Context: an optimization exercise on an open-source flow, tuned for small area. The choices shown serve that exercise and are no tape-out recipe.
The RTL was checked by simulation tests, not by an equivalence proof against the original design.

lane 1:
==> flow/design.v <==
module keyscan(
  input         clk,
  input         rst,
  input         psel,
  input         pwrite,
  input         penable,
  input  [5:0]  paddr,
  input  [31:0] pwdata,
  output [31:0] prdata,
  output        irq,
  input  [7:0]  ks_in,
  output [17:0] ks_out,
  output [17:0] ks_oe
);
  localparam [2:0] S_IDLE = 3'd0, S_SINT = 3'd1, S_ROW = 3'd2, S_DEB = 3'd3, S_WAIT = 3'd4;
  wire wr_en = psel & penable & pwrite;
  wire rd_en = psel & ~penable & ~pwrite;
  wire a0 = paddr == 6'd0;
  wire a1 = paddr == 6'd1;
  wire a2 = paddr == 6'd2;
  wire a3 = paddr == 6'd3;
  wire a4 = paddr == 6'd4;
  wire a5 = paddr == 6'd5;
  wire a6 = paddr == 6'd6;
  wire a7 = paddr == 6'd7;
  wire a8 = paddr == 6'd8;
  wire wr0 = wr_en & a0;
  wire wr1 = wr_en & a1;
  wire wr2 = wr_en & a2;
  wire wr3 = wr_en & a3;
  reg        ks_en, wk_en, int_en, ksf, ksif, pol, clr_key;
  reg [17:0] ksoe;
  reg [7:0]  ksie;
  reg [3:0]  sint_v, rint_v, deb_v;
  reg        irq_r;
  always @(posedge clk) begin
    if (rst) begin
      ks_en <= 1'b0;
      wk_en <= 1'b0;
      ksoe <= 18'h0;
      ksie <= 8'h0;
      int_en <= 1'b0;
      ksf <= 1'b0;
      ksif <= 1'b0;
      pol <= 1'b0;
      clr_key <= 1'b0;
      sint_v <= 4'h8;
      rint_v <= 4'h0;
      deb_v <= 4'h4;
    end else begin
      if (wr0) begin
        ks_en <= pwdata[0];
        wk_en <= pwdata[1];
      end else if (irq_r & ~wk_en)
        ks_en <= 1'b0;
      if (wr1) begin
        ksoe <= pwdata[25:8];
        ksie <= pwdata[7:0];
      end
      if (wr2) int_en <= pwdata[0];
      if (wr2 & pwdata[1]) ksf <= 1'b0;
      else ksf <= ksf | irq_r;
      if (wr2 & pwdata[2]) ksif <= 1'b0;
      else if (irq_r) ksif <= int_en;
      if (wr3) begin
        pol <= pwdata[13];
        sint_v <= pwdata[11:8];
        rint_v <= pwdata[7:4];
        deb_v <= pwdata[3:0];
      end
      clr_key <= wr3 & pwdata[12];
    end
  end
  reg  [2:0]  st;
  reg  [4:0]  idx;         
  reg  [15:0] cnt;         
  reg         from_deb;    
  reg  [7:0]  ks_in_d, ks_in_dd;
  reg  [7:0]  cur_d;
  reg  [7:0]  key_curinfo;
  reg         key_vld;
  reg         int_trig;
  reg  [1:0]  int_dly;
  reg         oe_hot, out_hot, out_bg;
  reg  [143:0] rows;      
  reg [1:0] m_st, s_st;
  reg       m_ack_s, m_ack_ss, req_s, req_ss;
  reg       vld_d, vld_dd, key_ack;
  wire      m_ack = (m_st == 2'd2) & m_ack_ss;
  wire      s_vld = (s_st == 2'd2) | ((s_st == 2'd1) & req_ss);
  wire      kvr = vld_d & ~vld_dd;
  wire s0 = st == S_IDLE;
  wire s1 = st == S_SINT;
  wire s2 = st == S_ROW;
  wire s3 = st == S_DEB;
  wire s4 = st == S_WAIT;
  wire [7:0] inp = pol ? ks_in_dd : ~ks_in_dd;
  wire [17:0] hit;
  genvar gi;
  generate
    for (gi = 0; gi < 16; gi = gi + 1) begin : g_hit
      assign hit[gi] = ~idx[4] & (idx[3:0] == gi);
    end
  endgenerate
  assign hit[16] = idx[4] & ~idx[0];
  assign hit[17] = idx[4] & idx[0];
  wire       oe_sel = idx[4] ? (idx[0] ? ksoe[17] : ksoe[16]) : ksoe[idx[3:0]];
  wire [7:0] key_cur_st = oe_sel ? (ksie & inp) : 8'h0;
  wire [7:0] row_sel = idx[4] ? (idx[0] ? rows[143:136] : rows[135:128]) : rows[idx[3:0]*8 +: 8];
  wire       neq_pre = oe_sel & |((row_sel ^ inp) & ksie);
  wire [15:0] smax = 16'h1 << sint_v;
  wire [15:0] dmax = 16'h1 << deb_v;
  wire        s_fin = cnt == smax;
  wire        step_max = cnt[1];
  wire        deb_act = s3 | (s4 & from_deb);
  wire        key_pulse = s3 & (key_cur_st != cur_d);
  wire        valid_change = deb_act & (cnt == dmax) & ~key_pulse & neq_pre;
  wire [3:0]  rcnt = (s4 & from_deb) ? 4'h0 : cnt[3:0];
  wire        r_fin = rcnt == rint_v;
  wire        cnt_complt = idx == 5'd17;
  reg [2:0] n;
  always @(*) begin
    n = S_IDLE;
    if (ks_en) begin
      case (st)
        S_IDLE: n = S_SINT;
        S_SINT: n = s_fin ? S_ROW : S_SINT;
        S_ROW:  n = step_max ? (neq_pre ? S_DEB : S_WAIT) : S_ROW;
        S_DEB:  n = (key_pulse | valid_change) ? S_WAIT : S_DEB;
        S_WAIT: n = key_vld ? S_WAIT : cnt_complt ? S_SINT : r_fin ? S_ROW : S_WAIT;
        default: n = S_IDLE;
      endcase
    end
  end
  wire go_sint = n == S_SINT;
  wire go_row = n == S_ROW;
  wire load = (s1 | s4) & go_row;
  wire cnt_run = ks_en & ((s1 & ~s_fin) | (s2 & ~step_max) | (s3 & ~valid_change) |
                          (s4 & ~r_fin & ~go_sint));
  wire [15:0] cnt_in = {cnt[15:4], rcnt};
  always @(posedge clk) begin
    if (rst) begin
      st <= S_IDLE;
      idx <= 5'd0;
      cnt <= 16'h0;
      from_deb <= 1'b0;
      key_vld <= 1'b0;
      int_trig <= 1'b0;
      int_dly <= 2'd0;
    end else begin
      st <= n;
      if (s0 | (s1 & ~go_sint)) idx <= 5'd0;
      else if (s1) idx <= 5'd17;
      else if (s4 & go_row) idx <= idx + 5'd1;
      cnt <= cnt_run ? cnt_in + 16'h1 : 16'h0;
      from_deb <= s3;
      key_vld <= (valid_change & ~wk_en) | (key_vld & ~m_ack);
      int_trig <= (s3 & valid_change) | (int_trig & ~(s0 | s1));
      if (s1 & int_trig) int_dly <= 2'd1;
      else if (int_dly != 2'd0) int_dly <= int_dly + 2'd1;
    end
  end
  always @(posedge clk) begin
    ks_in_d <= ks_in;
    ks_in_dd <= ks_in_d;
    cur_d <= key_cur_st;
    if (valid_change) key_curinfo <= key_cur_st;
  end
  wire [17:0] ksoe_next = {ksoe[0], ksoe[17:1]};
  wire        oe_new = s1 ? ksoe[0] :
                          idx[4] ? (idx[0] ? ksoe_next[17] : ksoe_next[16]) : ksoe_next[idx[3:0]];
  always @(posedge clk or posedge rst) begin
    if (rst) begin
      oe_hot <= 1'b0;
      out_hot <= 1'b0;
      out_bg <= 1'b0;
      irq_r <= 1'b0;
    end else begin
      irq_r <= int_dly == 2'd3;
      if (load) begin
        oe_hot <= oe_new;
        out_hot <= oe_new;
        out_bg <= ~pol;
      end else if (go_sint | n == S_IDLE) begin
        oe_hot <= 1'b0;
        out_hot <= 1'b0;
        out_bg <= ~pol;
      end else if (n == S_WAIT)
        oe_hot <= 1'b0;
    end
  end
  assign ks_oe = {18{oe_hot}} & hit;
  assign ks_out = {18{out_bg}} ^ ({18{out_hot}} & hit);
  always @(posedge clk) begin
    m_ack_s <= (s_st == 2'd3) & req_ss;
    m_ack_ss <= m_ack_s;
    req_s <= ((m_st == 2'd1) & key_vld) | ((m_st == 2'd2) & ~m_ack_ss);
    req_ss <= req_s;
    vld_d <= s_vld;
    vld_dd <= vld_d;
  end
  always @(posedge clk) begin
    if (rst) begin
      m_st <= 2'd0;
      s_st <= 2'd0;
      key_ack <= 1'b0;
    end else begin
      case (m_st)
        2'd0: m_st <= 2'd1;
        2'd1: if (key_vld) m_st <= 2'd2;
        2'd2: if (~key_vld) m_st <= 2'd1; else if (m_ack_ss) m_st <= 2'd3;
        default: if (~m_ack_ss) m_st <= 2'd1;
      endcase
      case (s_st)
        2'd0: s_st <= 2'd1;
        2'd1: if (req_ss) s_st <= 2'd2;
        2'd2: if (key_ack) s_st <= 2'd3;
        default: if (~req_ss) s_st <= 2'd1;
      endcase
      key_ack <= kvr;
    end
  end
  wire       clr = clr_key | rst;
  wire [7:0] wdat = clr ? 8'h0 : key_curinfo;
  integer ri;
  always @(posedge clk) begin
    for (ri = 0; ri < 18; ri = ri + 1)
      if (clr | (kvr & hit[ri])) rows[ri*8 +: 8] <= wdat;
  end
  reg [31:0] rsel;
  always @(*) begin
    rsel = 32'h0;
    if (a0) rsel = {30'h0, wk_en, ks_en};
    if (a1) rsel = {6'h0, ksoe, ksie};
    if (a2) rsel = {29'h0, ksif, ksf, int_en};
    if (a3) rsel = {18'h0, pol, clr_key, sint_v, rint_v, deb_v};
    if (a4) rsel = {rows[31:24], rows[23:16], rows[15:8], rows[7:0]};
    if (a5) rsel = {rows[63:56], rows[55:48], rows[47:40], rows[39:32]};
    if (a6) rsel = {rows[95:88], rows[87:80], rows[79:72], rows[71:64]};
    if (a7) rsel = {rows[127:120], rows[119:112], rows[111:104], rows[103:96]};
    if (a8) rsel = {16'h0, rows[143:136], rows[135:128]};
  end
  reg [31:0] prdata_r;
  always @(posedge clk or posedge rst) begin
    if (rst) prdata_r <= 32'h0;
    else if (rd_en) prdata_r <= rsel;
  end
  assign prdata = prdata_r;
  assign irq = irq_r;
endmodule
make LEC_CHECK=0 ABC_AREA=1 CAP_MARGIN=20 CORE_MARGIN=2 CORE_UTILIZATION=60 CTS_BUF_LIST=sky130_fd_sc_hd__clkbuf_4 SLEW_MARGIN=20 finish   # period 10.0 ns
run.sh (not shown) runs the stock make flow with config.mk's settings and CLKGATE_MAP_FILE= SYNTH_SCRIPT=/design/flow/synth_recipe.tcl, a recipe that flattens the netlist after the stock synthesis.
#### Input delta (lane 5 over lane 1)
- changing CORE_UTILIZATION from 60 to 40
- removing ABC_AREA (formerly 1)
- removing CTS_BUF_LIST (formerly sky130_fd_sc_hd__clkbuf_4)
### Flow results
- [compare] base=lane 1 new=lane 5: number of logic stages on the critical path including buffering dropped 2, minimum clock period after layout climbed 0.42 ns.
- Against lane 1 as the reference, lane 5 delivers a higher total of fill cells in the finished design.
- The post-synthesis adder-cell area fraction of lane 1 and that of lane 5 are within noise of each other.
- Re iteration-0 DRC count of the detailed router: lane 5 is 556 down on lane 1.
- Compared with lane 1, in lane 5 met2 track demand over resource fell by 15 points; minimum setup slack in the final design shrank by 0.42 ns; vertical die dimension +about 22%; routed metal-1 wirelength moved up.

==> port drivers added, routing unchanged <==
The results above use ideal ports. As a check the final layouts listed here were re-extracted and re-timed, cells and wires unchanged. Step 1: set_driving_cell puts a clkbuf_16 on clk and a buf_2 on each other input, an assumption about the parent block. Step 2, shift: input delay + t, output delay - t, t = (earliest + latest rising clock arrival at the registers) / 2. This alone moves slack from input paths to output paths. Slacks: ideal ports / drivers / drivers and shift; pairs: ideal ports / drivers.
run	t (ns)	slack for setup (ns)	worst data-port slew with drivers (ns)	cell pins on the clock port's net
lane 1	0.724	4.482 / 4.438 / 4.425	0.06	1
lane 5	0.589	4.064 / 4.011 / 4.217	0.04	1
After both steps setup and hold are still met in every run listed. The setup slack of lane 1, which loses most, moves by -0.044 ns with the drivers and by -0.057 ns with both steps.
